This design comes from an exercise in tuning for small area and a short achievable clock period on the open sky130 flow, not from production work.
In this exercise RTL edits were held to simulation tests only and were not proved equivalent to the original.
Power figures rest on the tool's default switching activity, not on a simulated workload.

==> flow/design.v, too long to show whole: its modules and the start of the top module <==
// module mac: 942 lines
// module pipeline: 196 lines
module pipeline (
    input  wire        clk,
    input  wire        reset,
    output wire [9:0]  imem_addr,
    input  wire [31:0] imem_rdata,
    output wire [9:0]  dmem_addr,
    output wire [31:0] dmem_wdata,
    output wire        dmem_we,
    output wire        dmem_re,
    input  wire [31:0] dmem_rdata,
    output wire        wb_en,
    output wire [4:0]  wb_reg,
    output wire [31:0] wb_data
);
  // ...
==> flow/flow/run.sh <==
#!/bin/bash
# Layout flow: the standard layout (standard.sh: ORFS synthesis, floorplan,
# placement, CTS, routing) with a larger setup margin for the timing repair, so
# that the repair works towards a clock period below the 10 ns constraint,
# and the smallest buffer for the ports' buffers (the repair resizes those on
# critical paths).
# Each step's full output goes to a log file of its own in this folder.
set -euo pipefail
MARGIN=$(cat flow/margin.txt)
bash standard.sh synth > log_synth.txt 2>&1
bash standard.sh SETUP_SLACK_MARGIN=$MARGIN floorplan > log_floorplan.txt 2>&1
bash standard.sh SETUP_SLACK_MARGIN=$MARGIN "BUFFER_PORTS_ARGS=-buffer_cell sky130_fd_sc_hd__buf_1" place > log_place.txt 2>&1
bash standard.sh SETUP_SLACK_MARGIN=$MARGIN cts > log_cts.txt 2>&1
bash standard.sh SETUP_SLACK_MARGIN=$MARGIN route > log_route.txt 2>&1
bash standard.sh SETUP_SLACK_MARGIN=$MARGIN finish > log_finish.txt 2>&1
test -f out/final.def
==> flow/flow/margin.txt <==
6.8
==> flow/standard.sh <==
#!/bin/bash
# synth_recipe.tcl (not shown) runs the flow's synth.tcl, then flattens the netlist and writes it again
# the make line also repeats each setting of config.mk as NAME=value (left out here)
make -C /OpenROAD-flow-scripts/flow DESIGN_CONFIG=/design/flow/config.mk WORK_HOME=/design/flow/orfs CLKGATE_MAP_FILE= SYNTH_SCRIPT=/design/flow/synth_recipe.tcl "${@:-finish}"
==> flow/config.mk <==
export PLATFORM = sky130hd
export DESIGN_NAME = pipeline
export DESIGN_NICKNAME = pipeline
export VERILOG_FILES = /design/flow/design.v
export SDC_FILE = /design/flow/constraint.sdc
export NUM_CORES = 4
export LEC_CHECK = 0
export CAP_MARGIN = 20
export CORE_MARGIN = 2
export CORE_UTILIZATION = 50
export CTS_CLUSTER_DIAMETER = 100
export CTS_CLUSTER_SIZE = 20
export PLACE_DENSITY = 0.6
export SLEW_MARGIN = 20
==> flow/constraint.sdc <==
create_clock -name core_clock -period 10.0 [get_ports {clk}]
set_input_delay 2.0000 -clock core_clock [delete_from_list [all_inputs] [get_ports {clk}]]
set_output_delay 2.0000 -clock core_clock [all_outputs]
set_load 0.01 [all_outputs]
==> results.json, run 1 <==
{
  "gp_congestion": 0.967,
  "p_per_area_nw_per_um2": 150,
  "critPathArrivalTime_ns": 3.89,
  "ys.flop_type": "edfxtp_1",
  "drive_gt1_frac": 0.133,
  "rows": 138,
  "fin_crit_sh": 0.337,
  "nonClkBufAreaFrac": 0.0402,
  "min-delay-start": "ex_slt",
  "drt-met1-wl_um": 106000,
  "dpl_cell_area_um2": 73700,
  "core_area_um2": 141000,
  "fin_nets": 5799,
  "slew_headroom": 0.168,
  "numCtsBuffers": 89,
  "ys_top_cells_by_area": "edfxtp_1 42%, dfxtp_1 12%, a22oi_1 9.7%, fa_1 7.1%, dfrtp_1 4.3%",
  "most-common-layout-cells": "992 x edfxtp_1, 867 x a22oi_1, 351 x dfxtp_1, 295 x nand4_1, 250 x fa_1",
  "die_height_um": 381,
  "power_switching_mw": 2.94,
  "use_met1": 0.521,
  "crit_path_max_incr_delay_ns": 0.73,
  "regMostFlops": "rf",
  "synth-edff-count": 992,
  "drc_errors": 0,
  "startpoint": "rf_valid[31]",
  "wire_per_inst_um": 43.9,
  "async_flop_share": 0.0842,
  "path_class": "reg -> reg",
  "grt_pass1_wl_um": 431000,
  "die_x_um": 381,
  "yosysTopAreaCell": "edfxtp_1",
  "outcome": "timing/DRC/antenna clean",
  "yosysSeqAreaShare": 0.590,
  "fill_cells": 11500,
  "critPathBufInv": 1,
  "post-place-ws_ns": 6.28,
  "post_cts_buffers": 5,
  "yosysMostFrequentCell": "edfxtp_1",
  "slowest_stage": "or4_1",
  "synth_xor_area_frac": 0.0494,
  "layout_setup_ws_ns": 6.63,
  "multi_input_area_um2": 27400
}
==> module pipeline, before the edit <==
module pipeline (
    input  wire        clk,
    input  wire        reset,
    output wire [9:0]  imem_addr,
    input  wire [31:0] imem_rdata,
    output wire [9:0]  dmem_addr,
    output wire [31:0] dmem_wdata,
    output wire        dmem_we,
    output wire        dmem_re,
    input  wire [31:0] dmem_rdata,
    output wire        wb_en,
    output wire [4:0]  wb_reg,
    output wire [31:0] wb_data
);
    reg [9:0] pc_n, pc_out;
    wire [9:0] pc_next = ~pc_n + 10'd1;
    always @(posedge clk or posedge reset)
        if (reset) begin
            pc_n   <= 10'h3ff;
            pc_out <= 10'd0;
        end else begin
            pc_n   <= ~pc_next;
            pc_out <= pc_next;
        end
    assign imem_addr = pc_out;
    reg [5:0]  ir_op;
    reg [4:0]  ir_rd;
    reg [4:0]  ir_rt;
    reg [10:0] ir_lo;
    reg [3:0]  rs_hi, rt_hi;
    reg [7:0]  rs_lo, rt_lo;
    always @(posedge clk or posedge reset)
        if (reset) begin
            ir_op <= 6'd0;
            ir_rd <= 5'd0;
        end else begin
            ir_op <= imem_rdata[31:26];
            ir_rd <= imem_rdata[15:11];
        end
    always @(posedge clk) begin
        ir_rt <= imem_rdata[20:16];
        rs_hi <= 4'b0001 << imem_rdata[25:24];
        rs_lo <= 8'b00000001 << imem_rdata[23:21];
        rt_hi <= 4'b0001 << imem_rdata[20:19];
        rt_lo <= 8'b00000001 << imem_rdata[18:16];
        ir_lo <= imem_rdata[10:0];
    end
    reg        wb_dis_q;            
    wire       wb_we = ~wb_dis_q;
    reg [4:0]  wb_reg_q;
    reg [31:0] wb_data_q;
    reg [32*32-1:32] rf;          
    reg [31:1] rf_valid;         
    wire [31:1] rf_we;
    genvar g;
    generate for (g = 1; g < 32; g = g + 1) begin : rfw
        assign rf_we[g] = wb_we & (wb_reg_q == g);
        always @(posedge clk)
            if (rf_we[g]) rf[32*g +: 32] <= wb_data_q;
        always @(posedge clk or posedge reset)
            if (reset)          rf_valid[g] <= 1'b0;
            else if (rf_we[g])  rf_valid[g] <= 1'b1;
    end endgenerate
    wire [15:0] imm = {ir_rd, ir_lo};
    wire [31:1] sel_s, sel_t;
    wire [31:0] rv_s [0:31];
    wire [31:0] rv_t [0:31];
    assign rv_s[0] = 32'd0;
    assign rv_t[0] = 32'd0;
    generate for (g = 1; g < 32; g = g + 1) begin : rfr
        assign sel_s[g] = rf_valid[g] & rs_hi[g / 8] & rs_lo[g % 8];
        assign sel_t[g] = rf_valid[g] & rt_hi[g / 8] & rt_lo[g % 8];
        assign rv_s[g] = rv_s[g-1] | ({32{sel_s[g]}} & rf[32*g +: 32]);
        assign rv_t[g] = rv_t[g-1] | ({32{sel_t[g]}} & rf[32*g +: 32]);
    end endgenerate
    wire [31:0] val_s = rv_s[31];
    wire [31:0] val_t = rv_t[31];
    wire       is_r   = (ir_op <= 6'd5);
    wire [4:0] dest   = is_r ? ir_rd : ir_rt;
    wire       d_add  = (ir_op == 6'd0) | (ir_op == 6'd8) | (ir_op == 6'd9) | (ir_op == 6'd10) |
                        (ir_op == 6'd35) | (ir_op == 6'd43);
    wire       d_sub  = (ir_op == 6'd1) | (ir_op == 6'd11);
    wire       d_and  = (ir_op == 6'd2);
    wire       d_or   = (ir_op == 6'd3);
    wire       d_slt  = (ir_op == 6'd4) | (ir_op == 6'd12);
    wire       d_mul  = (ir_op == 6'd5);
    wire       d_lw   = (ir_op == 6'd35);
    wire       d_sw   = (ir_op == 6'd43);
    wire [32:0] tx = {val_t, 1'b0};
    wire [15:0] d_one, d_two, d_neg;
    generate for (g = 0; g < 16; g = g + 1) begin : booth
        assign d_one[g] = d_mul & (tx[2*g+1] ^ tx[2*g]);
        assign d_two[g] = d_mul & ((tx[2*g+2] & ~tx[2*g+1] & ~tx[2*g]) |
                                   (~tx[2*g+2] & tx[2*g+1] & tx[2*g]));
        assign d_neg[g] = d_mul & tx[2*g+2];
    end endgenerate
    wire       d_inv  = d_sub | d_slt;
    wire       d_gt   = (d_add | d_sub | d_slt) & is_r;
    wire       d_gi   = (d_add | d_sub | d_slt) & ~is_r;
    wire [16:0] d_yi  = {17{d_gi}} & ({imm[15], imm} ^ {17{d_inv}});
    reg [31:0] ex_a, ex_t;
    reg [15:0] b_one, b_two, b_neg;
    reg [16:0] ex_yi;
    reg        ex_gt, ex_inv;
    reg        ex_add, ex_sub, ex_and, ex_or, ex_slt, ex_mul, ex_lw, ex_sw;
    reg [4:0]  ex_dest;
    always @(posedge clk) begin
        ex_a   <= val_s;
        ex_t   <= val_t;
        ex_yi  <= d_yi;
        ex_gt  <= d_gt;
        ex_inv <= d_inv;
        b_one  <= d_one;
        b_two  <= d_two;
        b_neg  <= d_neg;
    end
    always @(posedge clk or posedge reset)
        if (reset) begin
            {ex_add, ex_sub, ex_and, ex_or, ex_slt, ex_mul, ex_lw, ex_sw} <= 8'd0;
            ex_dest <= 5'd0;
        end else begin
            {ex_add, ex_sub, ex_and, ex_or, ex_slt, ex_mul, ex_lw, ex_sw} <=
                {d_add, d_sub, d_and, d_or, d_slt, d_mul, d_lw, d_sw};
            ex_dest <= dest;
        end
    wire [31:0] row_y  = ({32{ex_gt}} & (ex_t ^ {32{ex_inv}})) | {{15{ex_yi[16]}}, ex_yi};
    wire [11:0] addr   = ex_a[11:0] + ex_yi[11:0];
    wire [32:0] cmp    = {1'b0, ex_a} + {1'b0, row_y} + 33'd1;
    wire        lt     = ~cmp[32];           
    wire        arith  = ex_add | ex_sub;
    wire [31:0] row_x  = ({32{arith}} & ex_a)
                       | ({32{ex_and}} & (ex_a & ex_t))
                       | ({32{ex_or}}  & (ex_a | ex_t));
    wire [31:0] sum;
    mac mac (.clk(clk), .a(ex_a), .one(b_one), .two(b_two), .neg(b_neg),
             .x(row_x), .y(row_y), .cin(ex_sub), .p(sum));
    reg [9:0]  mem_addr;
    reg [31:0] mem_wdata;
    reg        mem_lt;
    reg        mem_we, mem_re, mem_val, mem_slt;
    reg [4:0]  mem_dest;
    always @(posedge clk) begin
        mem_addr  <= addr[11:2];
        mem_wdata <= ex_t;
        mem_lt    <= lt;
    end
    always @(posedge clk or posedge reset)
        if (reset) begin
            {mem_we, mem_re, mem_val, mem_slt} <= 4'd0;
            mem_dest <= 5'd0;
        end else begin
            {mem_we, mem_re, mem_val, mem_slt} <=
                {ex_sw, ex_lw, arith | ex_and | ex_or | ex_mul, ex_slt};
            mem_dest <= ex_dest;
        end
    assign dmem_addr  = mem_addr;
    assign dmem_wdata = mem_wdata;
    assign dmem_we    = mem_we;
    assign dmem_re    = mem_re;
    reg        wb_lt;
    reg        wb_ld, wb_sw, wb_val, wb_slt;
    reg [4:0]  wb_dest;
    always @(posedge clk)
        wb_lt <= mem_lt;
    always @(posedge clk or posedge reset)
        if (reset) begin
            {wb_ld, wb_sw, wb_val, wb_slt} <= 4'd0;
            wb_dest <= 5'd0;
        end else begin
            {wb_ld, wb_sw, wb_val, wb_slt} <= {mem_re, mem_we, mem_val & ~mem_re, mem_slt};
            wb_dest <= mem_dest;
        end
    wire [31:0] wb_value = ({32{wb_ld}} & dmem_rdata) | ({32{wb_val}} & sum) | {31'd0, wb_slt & wb_lt};
    reg        out_en;
    reg [4:0]  out_reg;
    reg [31:0] out_data;
    always @(posedge clk or posedge reset)
        if (reset) begin
            wb_dis_q  <= 1'b1;
            wb_reg_q  <= 5'd0;
            wb_data_q <= 32'd0;
            out_en    <= 1'b0;
        end else begin
            wb_dis_q  <= wb_sw;
            wb_reg_q  <= wb_dest;
            wb_data_q <= wb_value;
            out_en    <= ~wb_sw;
        end
    always @(posedge clk) begin
        out_reg  <= wb_dest;
        out_data <= wb_value;
    end
    assign wb_en   = out_en;
    assign wb_reg  = out_reg;
    assign wb_data = out_data;
endmodule
==> run 2: changes to the inputs <==
--- a/flow/design.v
+++ b/flow/design.v
@@ -10,5 +10,6 @@
     output wire [31:0] p
 );
-    reg  [127:0] q1;
+    reg  [183:0] q1;
+    reg  [63:0] q2;
     wire pp1, pp2, pp3, pp4, pp5, pp6, pp7, pp8, pp9, pp10, pp11, pp12, pp13, pp14, pp15, pp16;
     wire pp17, pp18, pp19, pp20, pp21, pp22, pp23, pp24, pp25, pp26, pp27, pp28, pp29, pp30, pp31, pp32;
@@ -689,255 +690,251 @@
     assign s622 = s481 ^ s482 ^ c472;
     assign s623 = c474 ^ c476 ^ c478;
-    assign s624 = pp1 ^ neg[0];
-    assign c625 = pp1 & neg[0];
-    assign s626 = pp3 ^ pp33;
-    assign c627 = pp3 & pp33;
-    assign s628 = pp4 ^ pp34;
-    assign c629 = pp4 & pp34;
-    assign s630 = pp5 ^ pp35 ^ pp63;
-    assign c631 = (pp5 & pp35) | (pp5 & pp63) | (pp35 & pp63);
-    assign s632 = neg[2] ^ x[4];
-    assign c633 = neg[2] & x[4];
-    assign s634 = pp6 ^ pp36 ^ pp64;
-    assign c635 = (pp6 & pp36) | (pp6 & pp64) | (pp36 & pp64);
-    assign s636 = x[5] ^ y[5];
-    assign c637 = x[5] & y[5];
-    assign s638 = pp65 ^ pp91 ^ neg[3];
-    assign c639 = (pp65 & pp91) | (pp65 & neg[3]) | (pp91 & neg[3]);
-    assign s640 = x[6] ^ y[6] ^ s483;
-    assign c641 = (x[6] & y[6]) | (x[6] & s483) | (y[6] & s483);
-    assign s642 = pp66 ^ pp92 ^ x[7];
-    assign c643 = (pp66 & pp92) | (pp66 & x[7]) | (pp92 & x[7]);
-    assign s644 = y[7] ^ s485 ^ c484;
-    assign c645 = (y[7] & s485) | (y[7] & c484) | (s485 & c484);
-    assign s646 = neg[4] ^ x[8] ^ y[8];
-    assign c647 = (neg[4] & x[8]) | (neg[4] & y[8]) | (x[8] & y[8]);
-    assign s648 = s487 ^ s489 ^ c486;
-    assign c649 = (s487 & s489) | (s487 & c486) | (s489 & c486);
-    assign s650 = x[9] ^ y[9] ^ s491;
-    assign c651 = (x[9] & y[9]) | (x[9] & s491) | (y[9] & s491);
-    assign s652 = s493 ^ c488 ^ c490;
-    assign c653 = (s493 & c488) | (s493 & c490) | (c488 & c490);
-    assign s654 = y[10] ^ s495 ^ s497;
-    assign c655 = (y[10] & s495) | (y[10] & s497) | (s495 & s497);
-    assign s656 = s499 ^ c492 ^ c494;
-    assign c657 = (s499 & c492) | (s499 & c494) | (c492 & c494);
-    assign s658 = s501 ^ s503 ^ s505;
-    assign c659 = (s501 & s503) | (s501 & s505) | (s503 & s505);
-    assign s660 = c496 ^ c498 ^ c500;
-    assign c661 = (c496 & c498) | (c496 & c500) | (c498 & c500);
-    assign s662 = s507 ^ s509 ^ s511;
-    assign c663 = (s507 & s509) | (s507 & s511) | (s509 & s511);
-    assign s664 = c502 ^ c504 ^ c506;
-    assign c665 = (c502 & c504) | (c502 & c506) | (c504 & c506);
-    assign s666 = s513 ^ s515 ^ s517;
-    assign c667 = (s513 & s515) | (s513 & s517) | (s515 & s517);
-    assign s668 = c508 ^ c510 ^ c512;
-    assign c669 = (c508 & c510) | (c508 & c512) | (c510 & c512);
-    assign s670 = s519 ^ s521 ^ s523;
-    assign c671 = (s519 & s521) | (s519 & s523) | (s521 & s523);
-    assign s672 = c514 ^ c516 ^ c518;
-    assign c673 = (c514 & c516) | (c514 & c518) | (c516 & c518);
-    assign s674 = s525 ^ s527 ^ s529;
-    assign c675 = (s525 & s527) | (s525 & s529) | (s527 & s529);
-    assign s676 = c520 ^ c522 ^ c524;
-    assign c677 = (c520 & c522) | (c520 & c524) | (c522 & c524);
-    assign s678 = s531 ^ s533 ^ s535;
-    assign c679 = (s531 & s533) | (s531 & s535) | (s533 & s535);
-    assign s680 = c526 ^ c528 ^ c530;
-    assign c681 = (c526 & c528) | (c526 & c530) | (c528 & c530);
-    assign s682 = s537 ^ s539 ^ s541;
-    assign c683 = (s537 & s539) | (s537 & s541) | (s539 & s541);
-    assign s684 = c532 ^ c534 ^ c536;
-    assign c685 = (c532 & c534) | (c532 & c536) | (c534 & c536);
-    assign s686 = s543 ^ s545 ^ s547;
-    assign c687 = (s543 & s545) | (s543 & s547) | (s545 & s547);
-    assign s688 = c538 ^ c540 ^ c542;
-    assign c689 = (c538 & c540) | (c538 & c542) | (c540 & c542);
-    assign s690 = s549 ^ s551 ^ s553;
-    assign c691 = (s549 & s551) | (s549 & s553) | (s551 & s553);
-    assign s692 = c544 ^ c546 ^ c548;
-    assign c693 = (c544 & c546) | (c544 & c548) | (c546 & c548);
-    assign s694 = s555 ^ s557 ^ s559;
-    assign c695 = (s555 & s557) | (s555 & s559) | (s557 & s559);
-    assign s696 = c550 ^ c552 ^ c554;
-    assign c697 = (c550 & c552) | (c550 & c554) | (c552 & c554);
-    assign s698 = s561 ^ s563 ^ s565;
-    assign c699 = (s561 & s563) | (s561 & s565) | (s563 & s565);
-    assign s700 = c556 ^ c558 ^ c560;
-    assign c701 = (c556 & c558) | (c556 & c560) | (c558 & c560);
-    assign s702 = s567 ^ s569 ^ s571;
-    assign c703 = (s567 & s569) | (s567 & s571) | (s569 & s571);
-    assign s704 = c562 ^ c564 ^ c566;
-    assign c705 = (c562 & c564) | (c562 & c566) | (c564 & c566);
-    assign s706 = s573 ^ s575 ^ s577;
-    assign c707 = (s573 & s575) | (s573 & s577) | (s575 & s577);
-    assign s708 = c568 ^ c570 ^ c572;
-    assign c709 = (c568 & c570) | (c568 & c572) | (c570 & c572);
-    assign s710 = s579 ^ s581 ^ s583;
-    assign c711 = (s579 & s581) | (s579 & s583) | (s581 & s583);
-    assign s712 = c574 ^ c576 ^ c578;
-    assign c713 = (c574 & c576) | (c574 & c578) | (c576 & c578);
-    assign s714 = s585 ^ s587 ^ s589;
-    assign c715 = (s585 & s587) | (s585 & s589) | (s587 & s589);
-    assign s716 = c580 ^ c582 ^ c584;
-    assign c717 = (c580 & c582) | (c580 & c584) | (c582 & c584);
-    assign s718 = s591 ^ s593 ^ s595;
-    assign c719 = (s591 & s593) | (s591 & s595) | (s593 & s595);
-    assign s720 = c586 ^ c588 ^ c590;
-    assign c721 = (c586 & c588) | (c586 & c590) | (c588 & c590);
-    assign s722 = s597 ^ s599 ^ s601;
-    assign c723 = (s597 & s599) | (s597 & s601) | (s599 & s601);
-    assign s724 = c592 ^ c594 ^ c596;
-    assign c725 = (c592 & c594) | (c592 & c596) | (c594 & c596);
-    assign s726 = s603 ^ s605 ^ s607;
-    assign c727 = (s603 & s605) | (s603 & s607) | (s605 & s607);
-    assign s728 = c598 ^ c600 ^ c602;
-    assign c729 = (c598 & c600) | (c598 & c602) | (c600 & c602);
-    assign s730 = s609 ^ s611 ^ s613;
-    assign c731 = (s609 & s611) | (s609 & s613) | (s611 & s613);
-    assign s732 = c604 ^ c606 ^ c608;
-    assign c733 = (c604 & c606) | (c604 & c608) | (c606 & c608);
-    assign s734 = s615 ^ s617 ^ s619;
-    assign c735 = (s615 & s617) | (s615 & s619) | (s617 & s619);
-    assign s736 = c610 ^ c612 ^ c614;
-    assign c737 = (c610 & c612) | (c610 & c614) | (c612 & c614);
-    assign s738 = s621 ^ s622 ^ s623;
-    assign s739 = c616 ^ c618 ^ c620;
-    always @(posedge clk) q1 <= {c737, c735, s739, s738, c733, c731, s736, s734, c729, c727, s732, s730, c725, c723, s728, s726, c721, c719, s724, s722, c717, c715, s720, s718, c713, c711, s716, s714, c709, c707, s712, s710, c705, c703, s708, s706, c701, c699, s704, s702, c697, c695, s700, s698, c693, c691, s696, s694, c689, c687, s692, s690, c685, c683, s688, s686, c681, c679, s684, s682, c677, c675, s680, s678, c673, c671, s676, s674, c669, c667, s672, s670, c665, c663, s668, s666, c661, c659, s664, s662, c657, c655, s660, s658, c653, c651, s656, s654, c649, c647, s652, s650, c645, c643, s648, s646, c641, c639, s644, s642, c637, c635, s640, s638, c633, c631, s636, s634, c629, s632, s630, y[4], c627, s628, y[3], x[3], s626, y[2], x[2], neg[1], c625, y[1], x[1], pp2, s624, cin, y[0], x[0]};
-    assign s740 = q1[0] ^ q1[1];
-    assign c741 = q1[0] & q1[1];
-    assign s742 = q1[4] ^ q1[5] ^ q1[6];
-    assign c743 = (q1[4] & q1[5]) | (q1[4] & q1[6]) | (q1[5] & q1[6]);
-    assign s744 = q1[8] ^ q1[9] ^ q1[10];
-    assign c745 = (q1[8] & q1[9]) | (q1[8] & q1[10]) | (q1[9] & q1[10]);
-    assign s746 = q1[12] ^ q1[13] ^ q1[14];
-    assign c747 = (q1[12] & q1[13]) | (q1[12] & q1[14]) | (q1[13] & q1[14]);
-    assign s748 = q1[16] ^ q1[17] ^ q1[18];
-    assign c749 = (q1[16] & q1[17]) | (q1[16] & q1[18]) | (q1[17] & q1[18]);
-    assign s750 = q1[20] ^ q1[21] ^ q1[22];
-    assign c751 = (q1[20] & q1[21]) | (q1[20] & q1[22]) | (q1[21] & q1[22]);
-    assign s752 = q1[24] ^ q1[25] ^ q1[26];
-    assign c753 = (q1[24] & q1[25]) | (q1[24] & q1[26]) | (q1[25] & q1[26]);
-    assign s754 = q1[28] ^ q1[29] ^ q1[30];
-    assign c755 = (q1[28] & q1[29]) | (q1[28] & q1[30]) | (q1[29] & q1[30]);
-    assign s756 = q1[32] ^ q1[33] ^ q1[34];
-    assign c757 = (q1[32] & q1[33]) | (q1[32] & q1[34]) | (q1[33] & q1[34]);
-    assign s758 = q1[36] ^ q1[37] ^ q1[38];
-    assign c759 = (q1[36] & q1[37]) | (q1[36] & q1[38]) | (q1[37] & q1[38]);
-    assign s760 = q1[40] ^ q1[41] ^ q1[42];
-    assign c761 = (q1[40] & q1[41]) | (q1[40] & q1[42]) | (q1[41] & q1[42]);
-    assign s762 = q1[44] ^ q1[45] ^ q1[46];
-    assign c763 = (q1[44] & q1[45]) | (q1[44] & q1[46]) | (q1[45] & q1[46]);
-    assign s764 = q1[48] ^ q1[49] ^ q1[50];
-    assign c765 = (q1[48] & q1[49]) | (q1[48] & q1[50]) | (q1[49] & q1[50]);
-    assign s766 = q1[52] ^ q1[53] ^ q1[54];
-    assign c767 = (q1[52] & q1[53]) | (q1[52] & q1[54]) | (q1[53] & q1[54]);
-    assign s768 = q1[56] ^ q1[57] ^ q1[58];
-    assign c769 = (q1[56] & q1[57]) | (q1[56] & q1[58]) | (q1[57] & q1[58]);
-    assign s770 = q1[60] ^ q1[61] ^ q1[62];
-    assign c771 = (q1[60] & q1[61]) | (q1[60] & q1[62]) | (q1[61] & q1[62]);
-    assign s772 = q1[64] ^ q1[65] ^ q1[66];
-    assign c773 = (q1[64] & q1[65]) | (q1[64] & q1[66]) | (q1[65] & q1[66]);
-    assign s774 = q1[68] ^ q1[69] ^ q1[70];
-    assign c775 = (q1[68] & q1[69]) | (q1[68] & q1[70]) | (q1[69] & q1[70]);
-    assign s776 = q1[72] ^ q1[73] ^ q1[74];
-    assign c777 = (q1[72] & q1[73]) | (q1[72] & q1[74]) | (q1[73] & q1[74]);
-    assign s778 = q1[76] ^ q1[77] ^ q1[78];
-    assign c779 = (q1[76] & q1[77]) | (q1[76] & q1[78]) | (q1[77] & q1[78]);
-    assign s780 = q1[80] ^ q1[81] ^ q1[82];
-    assign c781 = (q1[80] & q1[81]) | (q1[80] & q1[82]) | (q1[81] & q1[82]);
-    assign s782 = q1[84] ^ q1[85] ^ q1[86];
-    assign c783 = (q1[84] & q1[85]) | (q1[84] & q1[86]) | (q1[85] & q1[86]);
-    assign s784 = q1[88] ^ q1[89] ^ q1[90];
-    assign c785 = (q1[88] & q1[89]) | (q1[88] & q1[90]) | (q1[89] & q1[90]);
-    assign s786 = q1[92] ^ q1[93] ^ q1[94];
-    assign c787 = (q1[92] & q1[93]) | (q1[92] & q1[94]) | (q1[93] & q1[94]);
-    assign s788 = q1[96] ^ q1[97] ^ q1[98];
-    assign c789 = (q1[96] & q1[97]) | (q1[96] & q1[98]) | (q1[97] & q1[98]);
-    assign s790 = q1[100] ^ q1[101] ^ q1[102];
-    assign c791 = (q1[100] & q1[101]) | (q1[100] & q1[102]) | (q1[101] & q1[102]);
-    assign s792 = q1[104] ^ q1[105] ^ q1[106];
-    assign c793 = (q1[104] & q1[105]) | (q1[104] & q1[106]) | (q1[105] & q1[106]);
-    assign s794 = q1[108] ^ q1[109] ^ q1[110];
-    assign c795 = (q1[108] & q1[109]) | (q1[108] & q1[110]) | (q1[109] & q1[110]);
-    assign s796 = q1[112] ^ q1[113] ^ q1[114];
-    assign c797 = (q1[112] & q1[113]) | (q1[112] & q1[114]) | (q1[113] & q1[114]);
-    assign s798 = q1[116] ^ q1[117] ^ q1[118];
-    assign c799 = (q1[116] & q1[117]) | (q1[116] & q1[118]) | (q1[117] & q1[118]);
-    assign s800 = q1[120] ^ q1[121] ^ q1[122];
-    assign c801 = (q1[120] & q1[121]) | (q1[120] & q1[122]) | (q1[121] & q1[122]);
-    assign s802 = q1[124] ^ q1[125] ^ q1[126];
-    assign s803 = q1[2] ^ q1[3];
-    assign c804 = q1[2] & q1[3];
-    assign s805 = q1[7] ^ s742 ^ c741;
-    assign c806 = (q1[7] & s742) | (q1[7] & c741) | (s742 & c741);
-    assign s807 = q1[11] ^ s744 ^ c743;
-    assign c808 = (q1[11] & s744) | (q1[11] & c743) | (s744 & c743);
-    assign s809 = q1[15] ^ s746 ^ c745;
-    assign c810 = (q1[15] & s746) | (q1[15] & c745) | (s746 & c745);
-    assign s811 = q1[19] ^ s748 ^ c747;
-    assign c812 = (q1[19] & s748) | (q1[19] & c747) | (s748 & c747);
-    assign s813 = q1[23] ^ s750 ^ c749;
-    assign c814 = (q1[23] & s750) | (q1[23] & c749) | (s750 & c749);
-    assign s815 = q1[27] ^ s752 ^ c751;
-    assign c816 = (q1[27] & s752) | (q1[27] & c751) | (s752 & c751);
-    assign s817 = q1[31] ^ s754 ^ c753;
-    assign c818 = (q1[31] & s754) | (q1[31] & c753) | (s754 & c753);
-    assign s819 = q1[35] ^ s756 ^ c755;
-    assign c820 = (q1[35] & s756) | (q1[35] & c755) | (s756 & c755);
-    assign s821 = q1[39] ^ s758 ^ c757;
-    assign c822 = (q1[39] & s758) | (q1[39] & c757) | (s758 & c757);
-    assign s823 = q1[43] ^ s760 ^ c759;
-    assign c824 = (q1[43] & s760) | (q1[43] & c759) | (s760 & c759);
-    assign s825 = q1[47] ^ s762 ^ c761;
-    assign c826 = (q1[47] & s762) | (q1[47] & c761) | (s762 & c761);
-    assign s827 = q1[51] ^ s764 ^ c763;
-    assign c828 = (q1[51] & s764) | (q1[51] & c763) | (s764 & c763);
-    assign s829 = q1[55] ^ s766 ^ c765;
-    assign c830 = (q1[55] & s766) | (q1[55] & c765) | (s766 & c765);
-    assign s831 = q1[59] ^ s768 ^ c767;
-    assign c832 = (q1[59] & s768) | (q1[59] & c767) | (s768 & c767);
-    assign s833 = q1[63] ^ s770 ^ c769;
-    assign c834 = (q1[63] & s770) | (q1[63] & c769) | (s770 & c769);
-    assign s835 = q1[67] ^ s772 ^ c771;
-    assign c836 = (q1[67] & s772) | (q1[67] & c771) | (s772 & c771);
-    assign s837 = q1[71] ^ s774 ^ c773;
-    assign c838 = (q1[71] & s774) | (q1[71] & c773) | (s774 & c773);
-    assign s839 = q1[75] ^ s776 ^ c775;
-    assign c840 = (q1[75] & s776) | (q1[75] & c775) | (s776 & c775);
-    assign s841 = q1[79] ^ s778 ^ c777;
-    assign c842 = (q1[79] & s778) | (q1[79] & c777) | (s778 & c777);
-    assign s843 = q1[83] ^ s780 ^ c779;
-    assign c844 = (q1[83] & s780) | (q1[83] & c779) | (s780 & c779);
-    assign s845 = q1[87] ^ s782 ^ c781;
-    assign c846 = (q1[87] & s782) | (q1[87] & c781) | (s782 & c781);
-    assign s847 = q1[91] ^ s784 ^ c783;
-    assign c848 = (q1[91] & s784) | (q1[91] & c783) | (s784 & c783);
-    assign s849 = q1[95] ^ s786 ^ c785;
-    assign c850 = (q1[95] & s786) | (q1[95] & c785) | (s786 & c785);
-    assign s851 = q1[99] ^ s788 ^ c787;
-    assign c852 = (q1[99] & s788) | (q1[99] & c787) | (s788 & c787);
-    assign s853 = q1[103] ^ s790 ^ c789;
-    assign c854 = (q1[103] & s790) | (q1[103] & c789) | (s790 & c789);
-    assign s855 = q1[107] ^ s792 ^ c791;
-    assign c856 = (q1[107] & s792) | (q1[107] & c791) | (s792 & c791);
-    assign s857 = q1[111] ^ s794 ^ c793;
-    assign c858 = (q1[111] & s794) | (q1[111] & c793) | (s794 & c793);
-    assign s859 = q1[115] ^ s796 ^ c795;
-    assign c860 = (q1[115] & s796) | (q1[115] & c795) | (s796 & c795);
-    assign s861 = q1[119] ^ s798 ^ c797;
-    assign c862 = (q1[119] & s798) | (q1[119] & c797) | (s798 & c797);
-    assign s863 = q1[123] ^ s800 ^ c799;
-    assign c864 = (q1[123] & s800) | (q1[123] & c799) | (s800 & c799);
-    assign s865 = q1[127] ^ s802 ^ c801;
-    wire [31:0] r0 = {s865, s863, s861, s859, s857, s855, s853, s851, s849, s847, s845, s843, s841, s839, s837, s835, s833, s831, s829, s827, s825, s823, s821, s819, s817, s815, s813, s811, s809, s807, s805, s740};
-    wire [31:0] r1 = {c864, c862, c860, c858, c856, c854, c852, c850, c848, c846, c844, c842, c840, c838, c836, c834, c832, c830, c828, c826, c824, c822, c820, c818, c816, c814, c812, c810, c808, c806, c804, s803};
-    reg  [31:0] h0, h1;
-    always @(posedge clk) begin
-        h0 <= r0[31:0];
-        h1 <= r1[31:0];
-    end
-    assign p = h0 + h1;
+    always @(posedge clk) q1 <= {c620, c618, c616, s623, s622, s621, c614, c612, c610, s619, s617, s615, c608, c606, c604, s613, s611, s609, c602, c600, c598, s607, s605, s603, c596, c594, c592, s601, s599, s597, c590, c588, c586, s595, s593, s591, c584, c582, c580, s589, s587, s585, c578, c576, c574, s583, s581, s579, c572, c570, c568, s577, s575, s573, c566, c564, c562, s571, s569, s567, c560, c558, c556, s565, s563, s561, c554, c552, c550, s559, s557, s555, c548, c546, c544, s553, s551, s549, c542, c540, c538, s547, s545, s543, c536, c534, c532, s541, s539, s537, c530, c528, c526, s535, s533, s531, c524, c522, c520, s529, s527, s525, c518, c516, c514, s523, s521, s519, c512, c510, c508, s517, s515, s513, c506, c504, c502, s511, s509, s507, c500, c498, c496, s505, s503, s501, c494, c492, s499, s497, s495, y[10], c490, c488, s493, s491, y[9], x[9], c486, s489, s487, y[8], x[8], neg[4], c484, s485, y[7], x[7], pp92, pp66, s483, y[6], x[6], neg[3], pp91, pp65, y[5], x[5], pp64, pp36, pp6, y[4], x[4], neg[2], pp63, pp35, pp5, y[3], x[3], pp34, pp4, y[2], x[2], neg[1], pp33, pp3, y[1], x[1], pp2, cin, y[0], x[0], neg[0], pp1};
+    assign s624 = q1[0] ^ q1[1];
+    assign c625 = q1[0] & q1[1];
+    assign s626 = q1[8] ^ q1[9];
+    assign c627 = q1[8] & q1[9];
+    assign s628 = q1[13] ^ q1[14];
+    assign c629 = q1[13] & q1[14];
+    assign s630 = q1[17] ^ q1[18] ^ q1[19];
+    assign c631 = (q1[17] & q1[18]) | (q1[17] & q1[19]) | (q1[18] & q1[19]);
+    assign s632 = q1[20] ^ q1[21];
+    assign c633 = q1[20] & q1[21];
+    assign s634 = q1[23] ^ q1[24] ^ q1[25];
+    assign c635 = (q1[23] & q1[24]) | (q1[23] & q1[25]) | (q1[24] & q1[25]);
+    assign s636 = q1[26] ^ q1[27];
+    assign c637 = q1[26] & q1[27];
+    assign s638 = q1[28] ^ q1[29] ^ q1[30];
+    assign c639 = (q1[28] & q1[29]) | (q1[28] & q1[30]) | (q1[29] & q1[30]);
+    assign s640 = q1[31] ^ q1[32] ^ q1[33];
+    assign c641 = (q1[31] & q1[32]) | (q1[31] & q1[33]) | (q1[32] & q1[33]);
+    assign s642 = q1[34] ^ q1[35] ^ q1[36];
+    assign c643 = (q1[34] & q1[35]) | (q1[34] & q1[36]) | (q1[35] & q1[36]);
+    assign s644 = q1[37] ^ q1[38] ^ q1[39];
+    assign c645 = (q1[37] & q1[38]) | (q1[37] & q1[39]) | (q1[38] & q1[39]);
+    assign s646 = q1[40] ^ q1[41] ^ q1[42];
+    assign c647 = (q1[40] & q1[41]) | (q1[40] & q1[42]) | (q1[41] & q1[42]);
+    assign s648 = q1[43] ^ q1[44] ^ q1[45];
+    assign c649 = (q1[43] & q1[44]) | (q1[43] & q1[45]) | (q1[44] & q1[45]);
+    assign s650 = q1[46] ^ q1[47] ^ q1[48];
+    assign c651 = (q1[46] & q1[47]) | (q1[46] & q1[48]) | (q1[47] & q1[48]);
+    assign s652 = q1[49] ^ q1[50] ^ q1[51];
+    assign c653 = (q1[49] & q1[50]) | (q1[49] & q1[51]) | (q1[50] & q1[51]);
+    assign s654 = q1[52] ^ q1[53] ^ q1[54];
+    assign c655 = (q1[52] & q1[53]) | (q1[52] & q1[54]) | (q1[53] & q1[54]);
+    assign s656 = q1[55] ^ q1[56] ^ q1[57];
+    assign c657 = (q1[55] & q1[56]) | (q1[55] & q1[57]) | (q1[56] & q1[57]);
+    assign s658 = q1[58] ^ q1[59] ^ q1[60];
+    assign c659 = (q1[58] & q1[59]) | (q1[58] & q1[60]) | (q1[59] & q1[60]);
+    assign s660 = q1[61] ^ q1[62] ^ q1[63];
+    assign c661 = (q1[61] & q1[62]) | (q1[61] & q1[63]) | (q1[62] & q1[63]);
+    assign s662 = q1[64] ^ q1[65] ^ q1[66];
+    assign c663 = (q1[64] & q1[65]) | (q1[64] & q1[66]) | (q1[65] & q1[66]);
+    assign s664 = q1[67] ^ q1[68] ^ q1[69];
+    assign c665 = (q1[67] & q1[68]) | (q1[67] & q1[69]) | (q1[68] & q1[69]);
+    assign s666 = q1[70] ^ q1[71] ^ q1[72];
+    assign c667 = (q1[70] & q1[71]) | (q1[70] & q1[72]) | (q1[71] & q1[72]);
+    assign s668 = q1[73] ^ q1[74] ^ q1[75];
+    assign c669 = (q1[73] & q1[74]) | (q1[73] & q1[75]) | (q1[74] & q1[75]);
+    assign s670 = q1[76] ^ q1[77] ^ q1[78];
+    assign c671 = (q1[76] & q1[77]) | (q1[76] & q1[78]) | (q1[77] & q1[78]);
+    assign s672 = q1[79] ^ q1[80] ^ q1[81];
+    assign c673 = (q1[79] & q1[80]) | (q1[79] & q1[81]) | (q1[80] & q1[81]);
+    assign s674 = q1[82] ^ q1[83] ^ q1[84];
+    assign c675 = (q1[82] & q1[83]) | (q1[82] & q1[84]) | (q1[83] & q1[84]);
+    assign s676 = q1[85] ^ q1[86] ^ q1[87];
+    assign c677 = (q1[85] & q1[86]) | (q1[85] & q1[87]) | (q1[86] & q1[87]);
+    assign s678 = q1[88] ^ q1[89] ^ q1[90];
+    assign c679 = (q1[88] & q1[89]) | (q1[88] & q1[90]) | (q1[89] & q1[90]);
+    assign s680 = q1[91] ^ q1[92] ^ q1[93];
+    assign c681 = (q1[91] & q1[92]) | (q1[91] & q1[93]) | (q1[92] & q1[93]);
+    assign s682 = q1[94] ^ q1[95] ^ q1[96];
+    assign c683 = (q1[94] & q1[95]) | (q1[94] & q1[96]) | (q1[95] & q1[96]);
+    assign s684 = q1[97] ^ q1[98] ^ q1[99];
+    assign c685 = (q1[97] & q1[98]) | (q1[97] & q1[99]) | (q1[98] & q1[99]);
+    assign s686 = q1[100] ^ q1[101] ^ q1[102];
+    assign c687 = (q1[100] & q1[101]) | (q1[100] & q1[102]) | (q1[101] & q1[102]);
+    assign s688 = q1[103] ^ q1[104] ^ q1[105];
+    assign c689 = (q1[103] & q1[104]) | (q1[103] & q1[105]) | (q1[104] & q1[105]);
+    assign s690 = q1[106] ^ q1[107] ^ q1[108];
+    assign c691 = (q1[106] & q1[107]) | (q1[106] & q1[108]) | (q1[107] & q1[108]);
+    assign s692 = q1[109] ^ q1[110] ^ q1[111];
+    assign c693 = (q1[109] & q1[110]) | (q1[109] & q1[111]) | (q1[110] & q1[111]);
+    assign s694 = q1[112] ^ q1[113] ^ q1[114];
+    assign c695 = (q1[112] & q1[113]) | (q1[112] & q1[114]) | (q1[113] & q1[114]);
+    assign s696 = q1[115] ^ q1[116] ^ q1[117];
+    assign c697 = (q1[115] & q1[116]) | (q1[115] & q1[117]) | (q1[116] & q1[117]);
+    assign s698 = q1[118] ^ q1[119] ^ q1[120];
+    assign c699 = (q1[118] & q1[119]) | (q1[118] & q1[120]) | (q1[119] & q1[120]);
+    assign s700 = q1[121] ^ q1[122] ^ q1[123];
+    assign c701 = (q1[121] & q1[122]) | (q1[121] & q1[123]) | (q1[122] & q1[123]);
+    assign s702 = q1[124] ^ q1[125] ^ q1[126];
+    assign c703 = (q1[124] & q1[125]) | (q1[124] & q1[126]) | (q1[125] & q1[126]);
+    assign s704 = q1[127] ^ q1[128] ^ q1[129];
+    assign c705 = (q1[127] & q1[128]) | (q1[127] & q1[129]) | (q1[128] & q1[129]);
+    assign s706 = q1[130] ^ q1[131] ^ q1[132];
+    assign c707 = (q1[130] & q1[131]) | (q1[130] & q1[132]) | (q1[131] & q1[132]);
+    assign s708 = q1[133] ^ q1[134] ^ q1[135];
+    assign c709 = (q1[133] & q1[134]) | (q1[133] & q1[135]) | (q1[134] & q1[135]);
+    assign s710 = q1[136] ^ q1[137] ^ q1[138];
+    assign c711 = (q1[136] & q1[137]) | (q1[136] & q1[138]) | (q1[137] & q1[138]);
+    assign s712 = q1[139] ^ q1[140] ^ q1[141];
+    assign c713 = (q1[139] & q1[140]) | (q1[139] & q1[141]) | (q1[140] & q1[141]);
+    assign s714 = q1[142] ^ q1[143] ^ q1[144];
+    assign c715 = (q1[142] & q1[143]) | (q1[142] & q1[144]) | (q1[143] & q1[144]);
+    assign s716 = q1[145] ^ q1[146] ^ q1[147];
+    assign c717 = (q1[145] & q1[146]) | (q1[145] & q1[147]) | (q1[146] & q1[147]);
+    assign s718 = q1[148] ^ q1[149] ^ q1[150];
+    assign c719 = (q1[148] & q1[149]) | (q1[148] & q1[150]) | (q1[149] & q1[150]);
+    assign s720 = q1[151] ^ q1[152] ^ q1[153];
+    assign c721 = (q1[151] & q1[152]) | (q1[151] & q1[153]) | (q1[152] & q1[153]);
+    assign s722 = q1[154] ^ q1[155] ^ q1[156];
+    assign c723 = (q1[154] & q1[155]) | (q1[154] & q1[156]) | (q1[155] & q1[156]);
+    assign s724 = q1[157] ^ q1[158] ^ q1[159];
+    assign c725 = (q1[157] & q1[158]) | (q1[157] & q1[159]) | (q1[158] & q1[159]);
+    assign s726 = q1[160] ^ q1[161] ^ q1[162];
+    assign c727 = (q1[160] & q1[161]) | (q1[160] & q1[162]) | (q1[161] & q1[162]);
+    assign s728 = q1[163] ^ q1[164] ^ q1[165];
+    assign c729 = (q1[163] & q1[164]) | (q1[163] & q1[165]) | (q1[164] & q1[165]);
+    assign s730 = q1[166] ^ q1[167] ^ q1[168];
+    assign c731 = (q1[166] & q1[167]) | (q1[166] & q1[168]) | (q1[167] & q1[168]);
+    assign s732 = q1[169] ^ q1[170] ^ q1[171];
+    assign c733 = (q1[169] & q1[170]) | (q1[169] & q1[171]) | (q1[170] & q1[171]);
+    assign s734 = q1[172] ^ q1[173] ^ q1[174];
+    assign c735 = (q1[172] & q1[173]) | (q1[172] & q1[174]) | (q1[173] & q1[174]);
+    assign s736 = q1[175] ^ q1[176] ^ q1[177];
+    assign c737 = (q1[175] & q1[176]) | (q1[175] & q1[177]) | (q1[176] & q1[177]);
+    assign s738 = q1[178] ^ q1[179] ^ q1[180];
+    assign s739 = q1[181] ^ q1[182] ^ q1[183];
+    assign s740 = q1[2] ^ q1[3];
+    assign c741 = q1[2] & q1[3];
+    assign s742 = q1[5] ^ q1[6] ^ q1[7];
+    assign c743 = (q1[5] & q1[6]) | (q1[5] & q1[7]) | (q1[6] & q1[7]);
+    assign s744 = q1[10] ^ q1[11] ^ q1[12];
+    assign c745 = (q1[10] & q1[11]) | (q1[10] & q1[12]) | (q1[11] & q1[12]);
+    assign s746 = q1[15] ^ q1[16] ^ s628;
+    assign c747 = (q1[15] & q1[16]) | (q1[15] & s628) | (q1[16] & s628);
+    assign s748 = q1[22] ^ s630 ^ s632;
+    assign c749 = (q1[22] & s630) | (q1[22] & s632) | (s630 & s632);
+    assign s750 = s634 ^ s636 ^ c631;
+    assign c751 = (s634 & s636) | (s634 & c631) | (s636 & c631);
+    assign s752 = s638 ^ s640 ^ c635;
+    assign c753 = (s638 & s640) | (s638 & c635) | (s640 & c635);
+    assign s754 = s642 ^ s644 ^ c639;
+    assign c755 = (s642 & s644) | (s642 & c639) | (s644 & c639);
+    assign s756 = s646 ^ s648 ^ c643;
+    assign c757 = (s646 & s648) | (s646 & c643) | (s648 & c643);
+    assign s758 = s650 ^ s652 ^ c647;
+    assign c759 = (s650 & s652) | (s650 & c647) | (s652 & c647);
+    assign s760 = s654 ^ s656 ^ c651;
+    assign c761 = (s654 & s656) | (s654 & c651) | (s656 & c651);
+    assign s762 = s658 ^ s660 ^ c655;
+    assign c763 = (s658 & s660) | (s658 & c655) | (s660 & c655);
+    assign s764 = s662 ^ s664 ^ c659;
+    assign c765 = (s662 & s664) | (s662 & c659) | (s664 & c659);
+    assign s766 = s666 ^ s668 ^ c663;
+    assign c767 = (s666 & s668) | (s666 & c663) | (s668 & c663);
+    assign s768 = s670 ^ s672 ^ c667;
+    assign c769 = (s670 & s672) | (s670 & c667) | (s672 & c667);
+    assign s770 = s674 ^ s676 ^ c671;
+    assign c771 = (s674 & s676) | (s674 & c671) | (s676 & c671);
+    assign s772 = s678 ^ s680 ^ c675;
+    assign c773 = (s678 & s680) | (s678 & c675) | (s680 & c675);
+    assign s774 = s682 ^ s684 ^ c679;
+    assign c775 = (s682 & s684) | (s682 & c679) | (s684 & c679);
+    assign s776 = s686 ^ s688 ^ c683;
+    assign c777 = (s686 & s688) | (s686 & c683) | (s688 & c683);
+    assign s778 = s690 ^ s692 ^ c687;
+    assign c779 = (s690 & s692) | (s690 & c687) | (s692 & c687);
+    assign s780 = s694 ^ s696 ^ c691;
+    assign c781 = (s694 & s696) | (s694 & c691) | (s696 & c691);
+    assign s782 = s698 ^ s700 ^ c695;
+    assign c783 = (s698 & s700) | (s698 & c695) | (s700 & c695);
+    assign s784 = s702 ^ s704 ^ c699;
+    assign c785 = (s702 & s704) | (s702 & c699) | (s704 & c699);
+    assign s786 = s706 ^ s708 ^ c703;
+    assign c787 = (s706 & s708) | (s706 & c703) | (s708 & c703);
+    assign s788 = s710 ^ s712 ^ c707;
+    assign c789 = (s710 & s712) | (s710 & c707) | (s712 & c707);
+    assign s790 = s714 ^ s716 ^ c711;
+    assign c791 = (s714 & s716) | (s714 & c711) | (s716 & c711);
+    assign s792 = s718 ^ s720 ^ c715;
+    assign c793 = (s718 & s720) | (s718 & c715) | (s720 & c715);
+    assign s794 = s722 ^ s724 ^ c719;
+    assign c795 = (s722 & s724) | (s722 & c719) | (s724 & c719);
+    assign s796 = s726 ^ s728 ^ c723;
+    assign c797 = (s726 & s728) | (s726 & c723) | (s728 & c723);
+    assign s798 = s730 ^ s732 ^ c727;
+    assign c799 = (s730 & s732) | (s730 & c727) | (s732 & c727);
+    assign s800 = s734 ^ s736 ^ c731;
+    assign c801 = (s734 & s736) | (s734 & c731) | (s736 & c731);
+    assign s802 = s738 ^ s739 ^ c735;
+    assign s803 = q1[4] ^ s624;
+    assign c804 = q1[4] & s624;
+    assign s805 = c625 ^ s742 ^ c741;
+    assign c806 = (c625 & s742) | (c625 & c741) | (s742 & c741);
+    assign s807 = s626 ^ s744 ^ c743;
+    assign c808 = (s626 & s744) | (s626 & c743) | (s744 & c743);
+    assign s809 = c627 ^ s746 ^ c745;
+    assign c810 = (c627 & s746) | (c627 & c745) | (s746 & c745);
+    assign s811 = c629 ^ s748 ^ c747;
+    assign c812 = (c629 & s748) | (c629 & c747) | (s748 & c747);
+    assign s813 = c633 ^ s750 ^ c749;
+    assign c814 = (c633 & s750) | (c633 & c749) | (s750 & c749);
+    assign s815 = c637 ^ s752 ^ c751;
+    assign c816 = (c637 & s752) | (c637 & c751) | (s752 & c751);
+    assign s817 = c641 ^ s754 ^ c753;
+    assign c818 = (c641 & s754) | (c641 & c753) | (s754 & c753);
+    assign s819 = c645 ^ s756 ^ c755;
+    assign c820 = (c645 & s756) | (c645 & c755) | (s756 & c755);
+    assign s821 = c649 ^ s758 ^ c757;
+    assign c822 = (c649 & s758) | (c649 & c757) | (s758 & c757);
+    assign s823 = c653 ^ s760 ^ c759;
+    assign c824 = (c653 & s760) | (c653 & c759) | (s760 & c759);
+    assign s825 = c657 ^ s762 ^ c761;
+    assign c826 = (c657 & s762) | (c657 & c761) | (s762 & c761);
+    assign s827 = c661 ^ s764 ^ c763;
+    assign c828 = (c661 & s764) | (c661 & c763) | (s764 & c763);
+    assign s829 = c665 ^ s766 ^ c765;
+    assign c830 = (c665 & s766) | (c665 & c765) | (s766 & c765);
+    assign s831 = c669 ^ s768 ^ c767;
+    assign c832 = (c669 & s768) | (c669 & c767) | (s768 & c767);
+    assign s833 = c673 ^ s770 ^ c769;
+    assign c834 = (c673 & s770) | (c673 & c769) | (s770 & c769);
+    assign s835 = c677 ^ s772 ^ c771;
+    assign c836 = (c677 & s772) | (c677 & c771) | (s772 & c771);
+    assign s837 = c681 ^ s774 ^ c773;
+    assign c838 = (c681 & s774) | (c681 & c773) | (s774 & c773);
+    assign s839 = c685 ^ s776 ^ c775;
+    assign c840 = (c685 & s776) | (c685 & c775) | (s776 & c775);
+    assign s841 = c689 ^ s778 ^ c777;
+    assign c842 = (c689 & s778) | (c689 & c777) | (s778 & c777);
+    assign s843 = c693 ^ s780 ^ c779;
+    assign c844 = (c693 & s780) | (c693 & c779) | (s780 & c779);
+    assign s845 = c697 ^ s782 ^ c781;
+    assign c846 = (c697 & s782) | (c697 & c781) | (s782 & c781);
+    assign s847 = c701 ^ s784 ^ c783;
+    assign c848 = (c701 & s784) | (c701 & c783) | (s784 & c783);
+    assign s849 = c705 ^ s786 ^ c785;
+    assign c850 = (c705 & s786) | (c705 & c785) | (s786 & c785);
+    assign s851 = c709 ^ s788 ^ c787;
+    assign c852 = (c709 & s788) | (c709 & c787) | (s788 & c787);
+    assign s853 = c713 ^ s790 ^ c789;
+    assign c854 = (c713 & s790) | (c713 & c789) | (s790 & c789);
+    assign s855 = c717 ^ s792 ^ c791;
+    assign c856 = (c717 & s792) | (c717 & c791) | (s792 & c791);
+    assign s857 = c721 ^ s794 ^ c793;
+    assign c858 = (c721 & s794) | (c721 & c793) | (s794 & c793);
+    assign s859 = c725 ^ s796 ^ c795;
+    assign c860 = (c725 & s796) | (c725 & c795) | (s796 & c795);
+    assign s861 = c729 ^ s798 ^ c797;
+    assign c862 = (c729 & s798) | (c729 & c797) | (s798 & c797);
+    assign s863 = c733 ^ s800 ^ c799;
+    assign c864 = (c733 & s800) | (c733 & c799) | (s800 & c799);
+    assign s865 = c737 ^ s802 ^ c801;
+    always @(posedge clk) q2 <= {c864, s865, c862, s863, c860, s861, c858, s859, c856, s857, c854, s855, c852, s853, c850, s851, c848, s849, c846, s847, c844, s845, c842, s843, c840, s841, c838, s839, c836, s837, c834, s835, c832, s833, c830, s831, c828, s829, c826, s827, c824, s825, c822, s823, c820, s821, c818, s819, c816, s817, c814, s815, c812, s813, c810, s811, c808, s809, c806, s807, c804, s805, s803, s740};
+    wire [31:0] r0 = {q2[62], q2[60], q2[58], q2[56], q2[54], q2[52], q2[50], q2[48], q2[46], q2[44], q2[42], q2[40], q2[38], q2[36], q2[34], q2[32], q2[30], q2[28], q2[26], q2[24], q2[22], q2[20], q2[18], q2[16], q2[14], q2[12], q2[10], q2[8], q2[6], q2[4], q2[2], q2[0]};
+    wire [31:0] r1 = {q2[63], q2[61], q2[59], q2[57], q2[55], q2[53], q2[51], q2[49], q2[47], q2[45], q2[43], q2[41], q2[39], q2[37], q2[35], q2[33], q2[31], q2[29], q2[27], q2[25], q2[23], q2[21], q2[19], q2[17], q2[15], q2[13], q2[11], q2[9], q2[7], q2[5], q2[3], q2[1]};
+    assign p = r0 + r1;
 endmodule
 module pipeline (
@@ -955,21 +952,13 @@
     output wire [31:0] wb_data
 );
-    reg [9:0] pc_n, pc_out;
-    wire [9:0] pc_next = ~pc_n + 10'd1;
+    reg [9:0] pc;
     always @(posedge clk or posedge reset)
-        if (reset) begin
-            pc_n   <= 10'h3ff;
-            pc_out <= 10'd0;
-        end else begin
-            pc_n   <= ~pc_next;
-            pc_out <= pc_next;
-        end
-    assign imem_addr = pc_out;
+        if (reset) pc <= 10'd0;
+        else       pc <= pc + 10'd1;
+    assign imem_addr = pc;
     reg [5:0]  ir_op;
     reg [4:0]  ir_rd;
-    reg [4:0]  ir_rt;
+    reg [4:0]  ir_rs, ir_rt;
     reg [10:0] ir_lo;
-    reg [3:0]  rs_hi, rt_hi;
-    reg [7:0]  rs_lo, rt_lo;
     always @(posedge clk or posedge reset)
         if (reset) begin
@@ -981,13 +970,9 @@
         end
     always @(posedge clk) begin
+        ir_rs <= imem_rdata[25:21];
         ir_rt <= imem_rdata[20:16];
-        rs_hi <= 4'b0001 << imem_rdata[25:24];
-        rs_lo <= 8'b00000001 << imem_rdata[23:21];
-        rt_hi <= 4'b0001 << imem_rdata[20:19];
-        rt_lo <= 8'b00000001 << imem_rdata[18:16];
         ir_lo <= imem_rdata[10:0];
     end
-    reg        wb_dis_q;            
-    wire       wb_we = ~wb_dis_q;
+    reg        wb_en_q;
     reg [4:0]  wb_reg_q;
     reg [31:0] wb_data_q;
@@ -997,5 +982,5 @@
     genvar g;
     generate for (g = 1; g < 32; g = g + 1) begin : rfw
-        assign rf_we[g] = wb_we & (wb_reg_q == g);
+        assign rf_we[g] = wb_en_q & (wb_reg_q == g);
         always @(posedge clk)
             if (rf_we[g]) rf[32*g +: 32] <= wb_data_q;
@@ -1011,6 +996,6 @@
     assign rv_t[0] = 32'd0;
     generate for (g = 1; g < 32; g = g + 1) begin : rfr
-        assign sel_s[g] = rf_valid[g] & rs_hi[g / 8] & rs_lo[g % 8];
-        assign sel_t[g] = rf_valid[g] & rt_hi[g / 8] & rt_lo[g % 8];
+        assign sel_s[g] = rf_valid[g] & (ir_rs == g);
+        assign sel_t[g] = rf_valid[g] & (ir_rt == g);
         assign rv_s[g] = rv_s[g-1] | ({32{sel_s[g]}} & rf[32*g +: 32]);
         assign rv_t[g] = rv_t[g-1] | ({32{sel_t[g]}} & rf[32*g +: 32]);
@@ -1037,20 +1022,14 @@
         assign d_neg[g] = d_mul & tx[2*g+2];
     end endgenerate
-    wire       d_inv  = d_sub | d_slt;
-    wire       d_gt   = (d_add | d_sub | d_slt) & is_r;
-    wire       d_gi   = (d_add | d_sub | d_slt) & ~is_r;
-    wire [16:0] d_yi  = {17{d_gi}} & ({imm[15], imm} ^ {17{d_inv}});
     reg [31:0] ex_a, ex_t;
     reg [15:0] b_one, b_two, b_neg;
-    reg [16:0] ex_yi;
-    reg        ex_gt, ex_inv;
-    reg        ex_add, ex_sub, ex_and, ex_or, ex_slt, ex_mul, ex_lw, ex_sw;
+    reg [15:0] ex_imm;
+    reg        ex_r, ex_add, ex_sub, ex_and, ex_or, ex_slt, ex_mul, ex_lw, ex_sw;
     reg [4:0]  ex_dest;
     always @(posedge clk) begin
         ex_a   <= val_s;
         ex_t   <= val_t;
-        ex_yi  <= d_yi;
-        ex_gt  <= d_gt;
-        ex_inv <= d_inv;
+        ex_imm <= imm;
+        ex_r   <= is_r;
         b_one  <= d_one;
         b_two  <= d_two;
@@ -1066,12 +1045,14 @@
             ex_dest <= dest;
         end
-    wire [31:0] row_y  = ({32{ex_gt}} & (ex_t ^ {32{ex_inv}})) | {{15{ex_yi[16]}}, ex_yi};
-    wire [11:0] addr   = ex_a[11:0] + ex_yi[11:0];
-    wire [32:0] cmp    = {1'b0, ex_a} + {1'b0, row_y} + 33'd1;
-    wire        lt     = ~cmp[32];           
+    wire        inv    = ex_sub | ex_slt;
+    wire [31:0] ex_b   = ex_r ? ex_t : {{16{ex_imm[15]}}, ex_imm};
+    wire [31:0] ex_bi  = ex_b ^ {32{inv}};
+    wire [11:0] addr   = ex_a[11:0] + ex_imm[11:0];
+    wire        lt     = ~(ex_a >= ex_b);    
     wire        arith  = ex_add | ex_sub;
     wire [31:0] row_x  = ({32{arith}} & ex_a)
-                       | ({32{ex_and}} & (ex_a & ex_t))
-                       | ({32{ex_or}}  & (ex_a | ex_t));
+                       | ({32{ex_and}} & (ex_a & ex_b))
+                       | ({32{ex_or}}  & (ex_a | ex_b));
+    wire [31:0] row_y  = {32{arith}} & ex_bi;
     wire [31:0] sum;
     mac mac (.clk(clk), .a(ex_a), .one(b_one), .two(b_two), .neg(b_neg),
@@ -1113,26 +1094,13 @@
             wb_dest <= mem_dest;
         end
-    wire [31:0] wb_value = ({32{wb_ld}} & dmem_rdata) | ({32{wb_val}} & sum) | {31'd0, wb_slt & wb_lt};
-    reg        out_en;
-    reg [4:0]  out_reg;
-    reg [31:0] out_data;
     always @(posedge clk or posedge reset)
-        if (reset) begin
-            wb_dis_q  <= 1'b1;
-            wb_reg_q  <= 5'd0;
-            wb_data_q <= 32'd0;
-            out_en    <= 1'b0;
-        end else begin
-            wb_dis_q  <= wb_sw;
-            wb_reg_q  <= wb_dest;
-            wb_data_q <= wb_value;
-            out_en    <= ~wb_sw;
-        end
+        if (reset) wb_en_q <= 1'b0;
+        else       wb_en_q <= ~wb_sw;
     always @(posedge clk) begin
-        out_reg  <= wb_dest;
-        out_data <= wb_value;
+        wb_reg_q  <= wb_dest;
+        wb_data_q <= ({32{wb_ld}} & dmem_rdata) | ({32{wb_val}} & sum) | {31'd0, wb_slt & wb_lt};
     end
-    assign wb_en   = out_en;
-    assign wb_reg  = out_reg;
-    assign wb_data = out_data;
+    assign wb_en   = wb_en_q;
+    assign wb_reg  = wb_reg_q;
+    assign wb_data = wb_data_q;
 endmodule
==> flow/flow/run.sh (replaced) <==
#!/bin/bash
# Layout flow: the standard layout (standard.sh: ORFS synthesis, floorplan,
# placement, CTS, routing) with a larger setup margin for the timing repair, so
# that the repair works towards a clock period below the 10 ns constraint.
# Each step's full output goes to a log file of its own in this folder.
set -euo pipefail
MARGIN=$(cat flow/margin.txt)
bash standard.sh synth > log_synth.txt 2>&1
bash standard.sh SETUP_SLACK_MARGIN=$MARGIN floorplan > log_floorplan.txt 2>&1
bash standard.sh SETUP_SLACK_MARGIN=$MARGIN place > log_place.txt 2>&1
bash standard.sh SETUP_SLACK_MARGIN=$MARGIN cts > log_cts.txt 2>&1
bash standard.sh SETUP_SLACK_MARGIN=$MARGIN route > log_route.txt 2>&1
bash standard.sh SETUP_SLACK_MARGIN=$MARGIN finish > log_finish.txt 2>&1
test -f out/final.def
--- a/flow/config.mk
+++ b/flow/config.mk
@@ -8,7 +8,4 @@
 export CAP_MARGIN = 20
 export CORE_MARGIN = 2
-export CORE_UTILIZATION = 50
-export CTS_CLUSTER_DIAMETER = 100
-export CTS_CLUSTER_SIZE = 20
-export PLACE_DENSITY = 0.6
+export CORE_UTILIZATION = 40
 export SLEW_MARGIN = 20
==> results.json, run 2 <==
{
  "outcome": "timing/DRC/antenna clean",
  "clkTransAtPathRegs_ns": 0.06,
  "grt_pass1_vias": 53300,
  "cts_root_buffer": "clkbuf_16",
  "hold_ws_ns": 0.324,
  "drt-total-wl_um": 308000,
  "power_mw": 13.9,
  "clock_sinks": 1555,
  "yosysTopAreaCell": "edfxtp_1",
  "ys.flop_type": "edfxtp_1",
  "yosysUniqueCellTypes": 63,
  "netlist_area_um2": 71000,
  "async_flop_share": 0.0540,
  "rows": 154,
  "start_kind": "register",
  "grt_use_total": 0.334,
  "crit_fanout": 2,
  "post-route-min-period_ns": 3.51,
  "slew_violations": 0,
  "vdd_drop_max_v": 0.000159,
  "critPathArrivalTime_ns": 1.51,
  "slew_headroom": 0.225,
  "numCtsBuffers": 163,
  "core_area_um2": 176000,
  "dpl_cell_area_um2": 75000,
  "grt_pass1_wl_um": 420000,
  "drive_gt1_frac": 0.158,
  "fin_nets": 6041,
  "final-instance-count-excl-fill": 8044,
  "combPwrFrac": 0.042,
  "sequentialPowerShare": 0.500,
  "drtIter0Drc": 11000,
  "largest_register_ffs": 992,
  "cts.path.max_buffers": 3,
  "numPortBuffers": 157,
  "maxCapViolCount": 0,
  "viasPerCell": 6.82,
  "r2r_cells": 9,
  "layout_setup_ws_ns": 6.49,
  "clock.fmax_mhz": 285,
  "final_area_um2": 82800,
  "power_switching_mw": 3.23,
  "area_growth_pct": 16.6,
  "gp_congestion": 0.924,
  "ys_ff_latch": 1555,
  "cp_top_family": "flip-flops",
  "p_per_area_nw_per_um2": 167,
  "most-common-layout-cells": "992 x edfxtp_1, 755 x a22oi_1, 391 x dfxtp_1, 374 x inv_1, 251 x fa_1",
  "die_height_um": 425,
  "regMostFlops": "rf",
  "dpl.hpwl_um": 162000,
  "die_area_um2": 181000,
  "ctsHoldBuffers": 0,
  "required_ns": 8.00,
  "yosysSeqAreaShare": 0.584,
  "hold_viol_final": 0,
  "fin_crit_sh": 0.351,
  "cp-end-kind": "primary output",
  "ys_top_cells_by_area": "edfxtp_1 42%, dfxtp_1 14%, a22oi_1 8.0%, fa_1 7.1%, xnor2_1 3.0%",
  "ys_warn_count": 2,
  "holdPathStages": 0,
  "yosysMostFrequentCell": "edfxtp_1",
  "crit_path_max_incr_delay_ns": 0.46,
  "clockPowerShare": 0.457,
  "worst_pin_slew_ns": 1.15,
  "post-place-ws_ns": 6.13,
  "rsz0062_at_grt": "true",
  "mostFrequentLayoutCell": "edfxtp_1",
  "vias": 54800,
  "min_path_type": "reg -> reg",
  "netSwitchingFraction": 0.233,
  "final_core_util": 0.469,
  "cp.depth": 2,
  "leakage_nw": 32.3,
  "slowest_stage": "dfxtp_4",
  "grt_antenna_before_repair": 13,
  "synth.top_cell.area_share": 0.420,
  "intPower_mw": 10.6,
  "pin_count": 158,
  "htree_levels": 4,
  "die_x_um": 425,
  "fin_worst_skew_ns": 0.0507,
  "cts_tree": "done",
  "grt_max_degree": 75,
  "critPathBufInv": 2,
  "synthesis.instances": 5444,
  "drtPass1Iterations": 13,
  "grt-ovfl-total": 0,
  "final.setup.tns_ns": 0,
  "synthesis.nets": 5930,
  "clk_latency_ns": 0.83,
  "path_cells": "buf_12, buf_6",
  "dp.cells": 7621,
  "path_class": "reg -> out",
  "initial_core_util": 0.403,
  "setup_viol": 0,
  "top_regs": "rf: 992 flops, mac.q1: 184 flops, mac.q2: 64 flops",
  "synth-edff-count": 992,
  "drc_errors": 0,
  "final_antenna_net_count": 0,
  "synthTopCellsByCount": "992 x edfxtp_1, 755 x a22oi_1, 479 x dfxtp_1",
  "syn_area_per_cell_um2": 13.0,
  "wire_per_inst_um": 38.3
}
## run 2: cell count changes after synthesis, moves of 49 or more
| cell | change |
|---|---|
| xnor2_1 | +61 |
| a22o_1 | +122 |
| clkbuf_1 | -50 |
| and4_1 | -49 |
| inv_1 | +215 |
| xor2_1 | -67 |
| a221oi_1 | +123 |
| a22oi_1 | -160 |
| nand4_1 | -235 |
| ha_1 | +66 |
## run 2: cell families (layout without fill, tap and decap cells)
family / count (synthesis) / in the layout / synth area share
DFF: 1555 / 1555 / 0.584
AOI/OAI and AO/OA: 1438 / 1438 / 0.159
buffers and inverters: 826 / 1077 / 0.0466
and+or+nand+nor: 785 / 785 / 0.0572
adders and majority gates: 420 / 420 / 0.101
xor gates and xnor gates: 395 / 395 / 0.0487
muxes: 25 / 25 / 0.00370
other: 0 / 9 / 0
## run 2: path summary, 6_finish.rpt
kind	startpoint	endpoint	slack, ns
max reg2reg	ir_rs[0]	ex_a[20]	6.69
min	ir_lo[10]	ex_imm[10]	0.32
min reg2reg	ir_lo[10]	ex_imm[10]	0.32
min in group asynchronous	reset	pc[8]	1.50
max in group asynchronous	reset	wb_en_q	7.25
max	wb_data_q[20]	wb_data[20]	6.49
## run 2: power groups by stage
stage                     clock network (mW)  registers, mW  logic [mW]
after floorplan                            0           7.05       0.226
after global placement                     0           7.08       0.503
after detailed placement                   0           7.08       0.507
after CTS                               6.34           6.93       0.553
after global routing                    6.61           6.93       0.588
final                                   6.34           6.93       0.588
## run 2: area by class of cell
class | instances | area [µm²]
Clock buffer | 214 | 4540
Antenna cell | 9 | 22.5
Inverter | 376 | 1420
Tap cell | 2340 | 2930
Clock inverter | 91 | 1020
Fill cell | 15400 | 93500
Multi-Input combinational cell | 3063 | 26900
Sequential cell | 1555 | 41700
Timing Repair Buffer | 396 | 4200
## run 2: what timing repair did
| item | CTS | global route |
|---|---|---|
| setup endpoints to repair | 187 | 171 |
| gates cloned | 17 | 0 |
| endpoints found under the hold margin | 0 | 0 |
| setup buffers | 84 | 8 |
| pin swaps | 4 | 10 |
| gates resized for setup | 702 | 68 |
## run 2: routing by layer
| metal | track usage | part of all wire |
|---|---|---|
| met1 | 0.397 | 0.33 |
| met2 | 0.495 | 0.42 |
| met3 | 0.134 | 0.16 |
| met4 | 0.227 | 0.089 |
| met5 | 0 | 0.00031 |

[re-timing with driven ports]
The results above use ideal ports. As a check the final layouts listed here were re-extracted and re-timed, cells and wires unchanged.
Step 1, drivers: a clkbuf_16 drives clk and a buf_2 each remaining input, both assumed.
Step 2 also shifts input and output timing later by t, the mid clock arrival at the registers, as if the neighbouring blocks saw the same clock.
a / b / c = ideal / step 1 / step 2; a / b = the first two.
run | t (ns) | setup slack, ns | hold slack, ns | worst data-port slew with drivers (ns) | pins driven straight from the clock port
run 1 | 0.829 | 6.635 / 6.593 / 6.635 | 0.350 / 0.350 / 0.350 | 0.06 | 1
run 2 | 0.899 | 6.488 / 6.400 / 6.407 | 0.324 / 0.324 / 0.324 | 0.09 | 1
After both steps every run listed still meets setup and hold. The setup slack of run 2, which loses most, moves by -0.088 ns with the drivers and by -0.081 ns with both steps. The worst setup slack also covers recovery checks on asynchronous resets.
